Context: an optimization exercise on an open-source flow, tuned for small area and a short achievable clock period. The choices shown serve that exercise and are no tape-out recipe.
Where RTL was checked, it was by simulation tests only, not by an equivalence proof against the original.

==> module segmentdisplay, before the edit <==
module segmentdisplay(clk, rst_n, DC_switch, MD_switch, VA_switch,
						  counter_A, counter_B, counter_DC_A, counter_DC_B, counter_MD_A, counter_MD_B,
						  counter_VA_A, counter_VA_B, counter_total, counter_DC_total, counter_MD_total, counter_VA_total,
						  LED_out0, LED_out1, LED_out2, LED_out3, LED_out4, LED_out5, LED_out6, LED_out7);
parameter SPLIT = 17;
input clk;
input rst_n;
input DC_switch;
input MD_switch;
input VA_switch;
input[28:0] counter_A;
input[28:0] counter_B;
input[28:0] counter_DC_A;
input[28:0] counter_DC_B;
input[28:0] counter_MD_A;
input[28:0] counter_MD_B;
input[28:0] counter_VA_A;
input[28:0] counter_VA_B;
input[28:0] counter_total;
input[28:0] counter_DC_total;
input[28:0] counter_MD_total;
input[28:0] counter_VA_total;
output [6:0] LED_out0;
output [6:0] LED_out1;
output [6:0] LED_out2;
output [6:0] LED_out3;
output [6:0] LED_out4;
output [6:0] LED_out5;
output [6:0] LED_out6;
output [6:0] LED_out7;
reg [4:0] timer;
reg [1:0] group;      
reg tagA, tagC;       
always @ (posedge clk or negedge rst_n)
	if (!rst_n)
		timer <= 5'd0;
	else if (timer[4] & timer[3])
		timer <= 5'd0;
	else
		timer <= {timer[4] ^ (&timer[3:0]), timer[3] ^ (&timer[2:0]), timer[2] ^ (&timer[1:0]),
		          timer[1] ^ timer[0], !timer[0]};
always @ (posedge clk)
	if (DC_switch && !MD_switch && !VA_switch)
		group <= 2'd1;
	else if (MD_switch && !VA_switch && !DC_switch)
		group <= 2'd2;
	else if (VA_switch && !MD_switch && !DC_switch)
		group <= 2'd3;
	else
		group <= 2'd0;
wire slotA = !timer[4] & !timer[3];
wire slotB = !timer[4] & timer[3];
wire slotC = timer[4];
wire g0 = group == 2'd0, g1 = group == 2'd1, g2 = group == 2'd2, g3 = group == 2'd3;
wire [11:0] s = {slotC & g3, slotB & g3, slotA & g3,
                 slotC & g2, slotB & g2, slotA & g2,
                 slotC & g1, slotB & g1, slotA & g1,
                 slotC & g0, slotB & g0, slotA & g0};
wire [28:0] sel;
genvar m;
generate
	for (m = 0; m < 29; m = m + 1) begin : mux
		wire n0, n1, n2, n3;
		m_a222oi r0(.A1(counter_A[m]),    .A2(s[0]),  .B1(counter_B[m]),    .B2(s[1]),  .C1(counter_total[m]),    .C2(s[2]),  .Y(n0));
		m_a222oi r1(.A1(counter_DC_A[m]), .A2(s[3]),  .B1(counter_DC_B[m]), .B2(s[4]),  .C1(counter_DC_total[m]), .C2(s[5]),  .Y(n1));
		m_a222oi r2(.A1(counter_MD_A[m]), .A2(s[6]),  .B1(counter_MD_B[m]), .B2(s[7]),  .C1(counter_MD_total[m]), .C2(s[8]),  .Y(n2));
		m_a222oi r3(.A1(counter_VA_A[m]), .A2(s[9]),  .B1(counter_VA_B[m]), .B2(s[10]), .C1(counter_VA_total[m]), .C2(s[11]), .Y(n3));
		m_nand4 o(.A(n0), .B(n1), .C(n2), .D(n3), .Y(sel[m]));
	end
endgenerate
function integer maxval;
	input integer n;
	input integer k;
	integer m, p, j;
	begin
		m = (1 << n) - 1;
		p = 1;
		for (j = 0; j < k; j = j + 1) p = p * 10;
		if (m / p >= 10) maxval = 9;
		else maxval = m / p;
	end
endfunction
wire [27:0] st [0:29];      
assign st[0] = 28'd0;
reg [27:0] bcd_q;
reg [28-SPLIT:0] bin_q;
genvar n, k;
generate
	for (n = 1; n <= 29; n = n + 1) begin : step
		wire [27:0] prev = (n == SPLIT + 1) ? bcd_q : st[n-1];
		wire b = (n <= SPLIT) ? sel[29-n] : bin_q[29-n];
		wire [27:0] adj;
		for (k = 0; k < 7; k = k + 1) begin : dig
			if (maxval(n-1, k) >= 5)
				add3 c(.a(prev[4*k +: 4]), .y(adj[4*k +: 4]));
			else
				assign adj[4*k +: 4] = prev[4*k +: 4];
		end
		assign st[n] = {adj[26:0], b};
	end
endgenerate
always @ (posedge clk) begin
	bcd_q <= st[SPLIT];
	bin_q <= sel[28-SPLIT:0];
	tagA <= slotA;
	tagC <= slotC;
end
wire [27:0] bcd = st[29];
m_seg7 d0(.d(bcd[3:0]), .s(LED_out0));
m_seg7 d1(.d(bcd[7:4]), .s(LED_out1));
m_seg7 d2(.d(bcd[11:8]), .s(LED_out2));
m_seg7 d3(.d(bcd[15:12]), .s(LED_out3));
m_seg7 d4(.d(bcd[19:16]), .s(LED_out4));
m_seg7 d5(.d(bcd[23:20]), .s(LED_out5));
m_seg7 d6(.d(bcd[27:24]), .s(LED_out6));
assign LED_out7 = {tagC, 1'b0, 1'b0, tagA, tagC, !tagA, !tagA && !tagC};
endmodule
clock: 36.0 ns
lec_check: 0
abc_area: 1
cap_margin: 20
core_margin: 2
core_utilization: 40
slew_margin: 20
synth_hierarchical: 1
standard.sh (not shown) runs the stock make flow with config.mk's settings and CLKGATE_MAP_FILE= SYNTH_SCRIPT=/design/flow/synth_recipe.tcl, a recipe that flattens the netlist after the stock synthesis.
==> flow/flow/run.sh <==
#!/bin/bash
# The standard layout (standard.sh) with these changes to how it is made:
#  - ABC maps for area first ("map -a") and then buffers and sizes, instead of
#    the stock area script's "map -B 0.9" (flow/abc_area.script);
#  - modules named m_* (small gates and decoders written out in the RTL) are
#    mapped beforehand with "amap" (flow/abc_cells.script), which reaches the
#    six-input gates that "map" does not; the registers are untouched;
#  - the port buffers are the smallest buffer cell instead of the one
#    buffer_ports picks by default.
# The ORFS scripts folder is copied here with those two scripts added and
# the one abc call in synth.tcl split in two.
# Each step's full output goes to its own log file in this folder; ORFS also
# keeps per-step logs under orfs/logs.
set -euo pipefail
rm -rf scripts
cp -r "$FLOW_HOME/scripts" scripts
cp flow/abc_area.script scripts/abc_area.script
cp flow/abc_cells.script scripts/abc_cells.script
sed -i 's|^  log_cmd abc {\*}\$abc_args$|  log_cmd abc {*}[lreplace $abc_args 1 1 $::env(SCRIPTS_DIR)/abc_cells.script] m_*\n  log_cmd abc {*}$abc_args|' scripts/synth.tcl
grep -q 'abc_cells.script\] m_\*' scripts/synth.tcl
export SCRIPTS_DIR="$PWD/scripts"
export BUFFER_PORTS_ARGS="-buffer_cell sky130_fd_sc_hd__buf_1"
bash standard.sh synth > synth.log 2>&1
bash standard.sh floorplan > floorplan.log 2>&1
bash standard.sh place > place.log 2>&1
bash standard.sh cts > cts.log 2>&1
bash standard.sh route > route.log 2>&1
bash standard.sh finish > finish.log 2>&1
==> flow/flow/abc_area.script <==
strash
dch
map -a
topo
stime -c
buffer -c
upsize -c
dnsize -c
==> flow/flow/abc_cells.script <==
strash
amap
topo
Change:
--- a/flow/design.v
+++ b/flow/design.v
@@ -161,14 +161,19 @@
 generate
 	for (n = 1; n <= 29; n = n + 1) begin : step
 		wire [27:0] prev = (n == SPLIT + 1) ? bcd_q : st[n-1];
 		wire b = (n <= SPLIT) ? sel[29-n] : bin_q[29-n];
 		wire [27:0] adj;
 		for (k = 0; k < 7; k = k + 1) begin : dig
-			if (maxval(n-1, k) >= 5)
+			if (maxval(n-1, k) >= 5 && k == 6) begin
+				add3_top c(.a(prev[4*k +: 4]), .y(adj[4*k +: 3]));
+				assign adj[4*k+3] = 1'b0;
+			end else if (maxval(n-1, k) >= 8)
 				add3 c(.a(prev[4*k +: 4]), .y(adj[4*k +: 4]));
+			else if (maxval(n-1, k) >= 5)
+				add3_lo c(.a(prev[4*k +: 3]), .y(adj[4*k +: 4]));
 			else
 				assign adj[4*k +: 4] = prev[4*k +: 4];
 		end
 		assign st[n] = {adj[26:0], b};
 	end
 endgenerate
@@ -189,12 +194,27 @@
 assign LED_out7 = {tagC, 1'b0, 1'b0, tagA, tagC, !tagA, !tagA && !tagC};
 endmodule
 module add3(a, y);
 input [3:0] a;
 output [3:0] y;
 assign y[3] = a[3] | a[2] & (a[1] | a[0]);
+assign y[2] = a[2] & !a[1] & !a[0] | a[3] & a[0];
+assign y[1] = !a[2] & a[1] | a[2] & a[1] & a[0] | a[3] & !a[0];
+assign y[0] = !a[3] & !a[2] & a[0] | a[2] & a[1] & !a[0] | a[3] & !a[0];
+endmodule
+module add3_lo(a, y);
+input [2:0] a;
+output [3:0] y;
+assign y[3] = a[2] & (a[1] | a[0]);
+assign y[2] = a[2] & !a[1] & !a[0];
+assign y[1] = !a[2] & a[1] | a[2] & a[1] & a[0];
+assign y[0] = !a[2] & a[0] | a[2] & a[1] & !a[0];
+endmodule
+module add3_top(a, y);
+input [3:0] a;
+output [2:0] y;
 assign y[2] = a[2] & !a[1] & !a[0] | a[3] & a[0];
 assign y[1] = !a[2] & a[1] | a[2] & a[1] & a[0] | a[3] & !a[0];
 assign y[0] = !a[3] & !a[2] & a[0] | a[2] & a[1] & !a[0] | a[3] & !a[0];
 endmodule
 module m_seg7(d, s);
 input [3:0] d;
Synthesized cell count came out lower by 1.2%.
Synthesized area is about the same.
Flip-flop and latch count is unchanged.
Cell area drops by 0.53%.
Critical path depth does not change.
Only the layout flow was run in the second run of this note; the RTL was not checked for function there.

========
Another version of the RTL of evm_display (not shown whole).
Size: ~420 I/O pins.
==> module segmentdisplay, before the edit <==
module segmentdisplay(clk, rst_n, DC_switch, MD_switch, VA_switch,
						  counter_A, counter_B, counter_DC_A, counter_DC_B, counter_MD_A, counter_MD_B,
						  counter_VA_A, counter_VA_B, counter_total, counter_DC_total, counter_MD_total, counter_VA_total,
						  LED_out0, LED_out1, LED_out2, LED_out3, LED_out4, LED_out5, LED_out6, LED_out7);
parameter SPLIT = 16;
input clk;
input rst_n;
input DC_switch;
input MD_switch;
input VA_switch;
input[28:0] counter_A;
input[28:0] counter_B;
input[28:0] counter_DC_A;
input[28:0] counter_DC_B;
input[28:0] counter_MD_A;
input[28:0] counter_MD_B;
input[28:0] counter_VA_A;
input[28:0] counter_VA_B;
input[28:0] counter_total;
input[28:0] counter_DC_total;
input[28:0] counter_MD_total;
input[28:0] counter_VA_total;
output [6:0] LED_out0;
output [6:0] LED_out1;
output [6:0] LED_out2;
output [6:0] LED_out3;
output [6:0] LED_out4;
output [6:0] LED_out5;
output [6:0] LED_out6;
output [6:0] LED_out7;
reg [4:0] timer;
reg [1:0] group;      
reg tagA, tagC;       
function [6:0] seg;
	input [3:0] d;
	case (d)
	4'd0: seg = 7'b1000000;
	4'd1: seg = 7'b1111001;
	4'd2: seg = 7'b0100100;
	4'd3: seg = 7'b0110000;
	4'd4: seg = 7'b0011001;
	4'd5: seg = 7'b0010010;
	4'd6: seg = 7'b0000010;
	4'd7: seg = 7'b1111000;
	4'd8: seg = 7'b0000000;
	4'd9: seg = 7'b0011000;
	default: seg = 7'b1000000;
	endcase
endfunction
always @ (posedge clk or negedge rst_n)
	if (!rst_n)
		timer <= 5'd0;
	else if (timer[4] & timer[3])
		timer <= 5'd0;
	else
		timer <= {timer[4] ^ (&timer[3:0]), timer[3] ^ (&timer[2:0]), timer[2] ^ (&timer[1:0]),
		          timer[1] ^ timer[0], !timer[0]};
always @ (posedge clk)
	if (DC_switch && !MD_switch && !VA_switch)
		group <= 2'd1;
	else if (MD_switch && !VA_switch && !DC_switch)
		group <= 2'd2;
	else if (VA_switch && !MD_switch && !DC_switch)
		group <= 2'd3;
	else
		group <= 2'd0;
wire slotA = !timer[4] & !timer[3];
wire slotB = !timer[4] & timer[3];
wire slotC = timer[4];
wire g0 = group == 2'd0, g1 = group == 2'd1, g2 = group == 2'd2, g3 = group == 2'd3;
wire [28:0] sel = {29{slotA & g0}} & counter_A        | {29{slotA & g1}} & counter_DC_A |
                  {29{slotA & g2}} & counter_MD_A     | {29{slotA & g3}} & counter_VA_A |
                  {29{slotB & g0}} & counter_B        | {29{slotB & g1}} & counter_DC_B |
                  {29{slotB & g2}} & counter_MD_B     | {29{slotB & g3}} & counter_VA_B |
                  {29{slotC & g0}} & counter_total    | {29{slotC & g1}} & counter_DC_total |
                  {29{slotC & g2}} & counter_MD_total | {29{slotC & g3}} & counter_VA_total;
function integer maxval;
	input integer n;
	input integer k;
	integer m, p, j;
	begin
		m = (1 << n) - 1;
		p = 1;
		for (j = 0; j < k; j = j + 1) p = p * 10;
		if (m / p >= 10) maxval = 9;
		else maxval = m / p;
	end
endfunction
wire [27:0] st [0:29];      
assign st[0] = 28'd0;
reg [27:0] bcd_q;
reg [28-SPLIT:0] bin_q;
genvar n, k;
generate
	for (n = 1; n <= 29; n = n + 1) begin : step
		wire [27:0] prev = (n == SPLIT + 1) ? bcd_q : st[n-1];
		wire b = (n <= SPLIT) ? sel[29-n] : bin_q[29-n];
		wire [27:0] adj;
		for (k = 0; k < 7; k = k + 1) begin : dig
			if (maxval(n-1, k) >= 5)
				add3 c(.a(prev[4*k +: 4]), .y(adj[4*k +: 4]));
			else
				assign adj[4*k +: 4] = prev[4*k +: 4];
		end
		assign st[n] = {adj[26:0], b};
	end
endgenerate
always @ (posedge clk) begin
	bcd_q <= st[SPLIT];
	bin_q <= sel[28-SPLIT:0];
	tagA <= slotA;
	tagC <= slotC;
end
wire [27:0] bcd = st[29];
assign LED_out0 = seg(bcd[3:0]);
assign LED_out1 = seg(bcd[7:4]);
assign LED_out2 = seg(bcd[11:8]);
assign LED_out3 = seg(bcd[15:12]);
assign LED_out4 = seg(bcd[19:16]);
assign LED_out5 = seg(bcd[23:20]);
assign LED_out6 = seg(bcd[27:24]);
assign LED_out7 = {tagC, 1'b0, 1'b0, tagA, tagC, !tagA, !tagA && !tagC};
endmodule
==> flow/config.mk <==
export PLATFORM = sky130hd
export DESIGN_NAME = evm_display
export DESIGN_NICKNAME = evm_display
export VERILOG_FILES = /design/flow/design.v
export SDC_FILE = /design/flow/constraint.sdc
export NUM_CORES = 4
export LEC_CHECK = 0
export ABC_AREA = 1
export CAP_MARGIN = 20
export CORE_MARGIN = 2
export CORE_UTILIZATION = 40
export SLEW_MARGIN = 20
export SYNTH_HIERARCHICAL = 1
==> flow/constraint.sdc <==
create_clock -name core_clock -period 36.0 [get_ports {clk}]
set_input_delay 7.2000 -clock core_clock [delete_from_list [all_inputs] [get_ports {clk}]]
set_output_delay 7.2000 -clock core_clock [all_outputs]
set_load 0.01 [all_outputs]
==> flow/flow/run.sh <==
#!/bin/bash
# The standard layout (standard.sh) with two changes to how it is made:
#  - ABC maps for area first ("map -a") and then buffers and sizes, instead of
#    the stock area script's "map -B 0.9"; see flow/abc_area.script;
#  - the port buffers are the smallest buffer cell instead of the one
#    buffer_ports picks by default.
# The ORFS scripts folder is copied here with only abc_area.script replaced.
# Each step's full output goes to its own log file in this folder; ORFS also
# keeps per-step logs under orfs/logs.
set -euo pipefail
rm -rf scripts
cp -r "$FLOW_HOME/scripts" scripts
cp flow/abc_area.script scripts/abc_area.script
export SCRIPTS_DIR="$PWD/scripts"
export BUFFER_PORTS_ARGS="-buffer_cell sky130_fd_sc_hd__buf_1"
bash standard.sh synth > synth.log 2>&1
bash standard.sh floorplan > floorplan.log 2>&1
bash standard.sh place > place.log 2>&1
bash standard.sh cts > cts.log 2>&1
bash standard.sh route > route.log 2>&1
bash standard.sh finish > finish.log 2>&1
Scripts as last shown in full above: flow/flow/abc_area.script
The first run went through all stages and came out clean.
Next try:
--- a/flow/design.v
+++ b/flow/design.v
@@ -139,16 +139,26 @@
 		group <= 2'd0;
 wire slotA = !timer[4] & !timer[3];
 wire slotB = !timer[4] & timer[3];
 wire slotC = timer[4];
 wire g0 = group == 2'd0, g1 = group == 2'd1, g2 = group == 2'd2, g3 = group == 2'd3;
-wire [28:0] sel = {29{slotA & g0}} & counter_A        | {29{slotA & g1}} & counter_DC_A |
-                  {29{slotA & g2}} & counter_MD_A     | {29{slotA & g3}} & counter_VA_A |
-                  {29{slotB & g0}} & counter_B        | {29{slotB & g1}} & counter_DC_B |
-                  {29{slotB & g2}} & counter_MD_B     | {29{slotB & g3}} & counter_VA_B |
-                  {29{slotC & g0}} & counter_total    | {29{slotC & g1}} & counter_DC_total |
-                  {29{slotC & g2}} & counter_MD_total | {29{slotC & g3}} & counter_VA_total;
+wire [11:0] s = {slotC & g3, slotB & g3, slotA & g3,
+                 slotC & g2, slotB & g2, slotA & g2,
+                 slotC & g1, slotB & g1, slotA & g1,
+                 slotC & g0, slotB & g0, slotA & g0};
+wire [28:0] sel;
+genvar m;
+generate
+	for (m = 0; m < 29; m = m + 1) begin : mux
+		wire n0, n1, n2, n3;
+		m_a222oi r0(.A1(counter_A[m]),    .A2(s[0]),  .B1(counter_B[m]),    .B2(s[1]),  .C1(counter_total[m]),    .C2(s[2]),  .Y(n0));
+		m_a222oi r1(.A1(counter_DC_A[m]), .A2(s[3]),  .B1(counter_DC_B[m]), .B2(s[4]),  .C1(counter_DC_total[m]), .C2(s[5]),  .Y(n1));
+		m_a222oi r2(.A1(counter_MD_A[m]), .A2(s[6]),  .B1(counter_MD_B[m]), .B2(s[7]),  .C1(counter_MD_total[m]), .C2(s[8]),  .Y(n2));
+		m_a222oi r3(.A1(counter_VA_A[m]), .A2(s[9]),  .B1(counter_VA_B[m]), .B2(s[10]), .C1(counter_VA_total[m]), .C2(s[11]), .Y(n3));
+		m_nand4 o(.A(n0), .B(n1), .C(n2), .D(n3), .Y(sel[m]));
+	end
+endgenerate
 function integer maxval;
 	input integer n;
 	input integer k;
 	integer m, p, j;
 	begin
@@ -168,11 +178,13 @@
 	for (n = 1; n <= 29; n = n + 1) begin : step
 		wire [27:0] prev = (n == SPLIT + 1) ? bcd_q : st[n-1];
 		wire b = (n <= SPLIT) ? sel[29-n] : bin_q[29-n];
 		wire [27:0] adj;
 		for (k = 0; k < 7; k = k + 1) begin : dig
-			if (maxval(n-1, k) >= 5)
+			if (maxval(n-1, k) >= 5 && k == 6)
+				add3_top c(.a(prev[4*k +: 4]), .y(adj[4*k +: 3]));
+			else if (maxval(n-1, k) >= 5)
 				add3 c(.a(prev[4*k +: 4]), .y(adj[4*k +: 4]));
 			else
 				assign adj[4*k +: 4] = prev[4*k +: 4];
 		end
 		assign st[n] = {adj[26:0], b};
@@ -200,10 +212,26 @@
 assign y[3] = a[3] | a[2] & (a[1] | a[0]);
 assign y[2] = a[2] & !a[1] & !a[0] | a[3] & a[0];
 assign y[1] = !a[2] & a[1] | a[2] & a[1] & a[0] | a[3] & !a[0];
 assign y[0] = !a[3] & !a[2] & a[0] | a[2] & a[1] & !a[0] | a[3] & !a[0];
 endmodule
+module add3_top(a, y);
+input [3:0] a;
+output [2:0] y;
+assign y[2] = a[2] & !a[1] & !a[0] | a[3] & a[0];
+assign y[1] = !a[2] & a[1] | a[2] & a[1] & a[0] | a[3] & !a[0];
+assign y[0] = !a[3] & !a[2] & a[0] | a[2] & a[1] & !a[0] | a[3] & !a[0];
+endmodule
+module m_a221oi(input A1, A2, B1, B2, C1, output Y); assign Y = !(A1 & A2 | B1 & B2 | C1); endmodule
+module m_a222oi(input A1, A2, B1, B2, C1, C2, output Y); assign Y = !(A1 & A2 | B1 & B2 | C1 & C2); endmodule
+module m_nand4(input A, B, C, D, output Y); assign Y = !(A & B & C & D); endmodule
+module m_xnor2(input A, B, output Y); assign Y = !(A ^ B); endmodule
+module m_a22o(input A1, A2, B1, B2, output X); assign X = A1 & A2 | B1 & B2; endmodule
+module m_o21ai(input A1, A2, B1, output Y); assign Y = !((A1 | A2) & B1); endmodule
+module m_nand2b(input A_N, B, output Y); assign Y = !(!A_N & B); endmodule
+module m_nand2(input A, B, output Y); assign Y = !(A & B); endmodule
+module m_inv(input A, output Y); assign Y = !A; endmodule
 module evm_display(clk, rst_n, button, DC_switch, MD_switch, VA_switch, status_switch,
                    counter_A, counter_B, counter_DC_A, counter_DC_B, counter_MD_A, counter_MD_B,
                    counter_VA_A, counter_VA_B, counter_total, counter_DC_total, counter_MD_total,
                    counter_VA_total,
                    nextButton, result,
Outcome: Register-to-register slack is better by 0.55 ns. Area after synthesis went up by 3.4%. Hold slack improved by 0.0090 ns. Wire length went down by 0.46%. Final cell count came out higher by 0.97%. Final area came out higher by 4.1%.
No run of this note included a check of the RTL's function; only the layout flow was run.

## port drivers added, routing unchanged
Ports are ideal in the flow. The routed layouts listed here were re-timed in OpenROAD. Step 1 sets driving cells, clkbuf_16 on the clock port and buf_2 on the other inputs (assumed; they add their load-dependent delay and slew). Step 2 also shifts input and output timing later by t, the mid clock arrival at the registers, as if the neighbouring blocks saw the same clock. Slacks: no drivers / after step 1 / after step 2; pairs: no drivers / after step 1.
| run | t (ns) | setup WS [ns] | worst hold slack (ns) | worst setup path at the end | worst data-port slew with drivers (ns) |
|---|---|---|---|---|---|
| the first run of note 1 | 0.359 | 23.242 / 23.190 / 23.066 | 0.438 / 0.438 / 0.438 | input to register | 0.11 |
| the second run of note 1 | 0.358 | 23.110 / 23.059 / 23.203 | 0.438 / 0.438 / 0.438 | input to register | 0.13 |
| the first run of note 2 | 0.355 | 22.836 / 22.786 / 23.142 | 0.439 / 0.439 / 0.439 | register to output | 0.10 |
| the second run of note 2 | 0.363 | 22.762 / 22.712 / 23.076 | 0.448 / 0.448 / 0.448 | register to output | 0.14 |
After both steps every run listed still meets setup and hold. For the first run of note 1, which loses most, drivers alone change the setup slack by -0.052 ns; drivers and shift together by -0.176 ns.
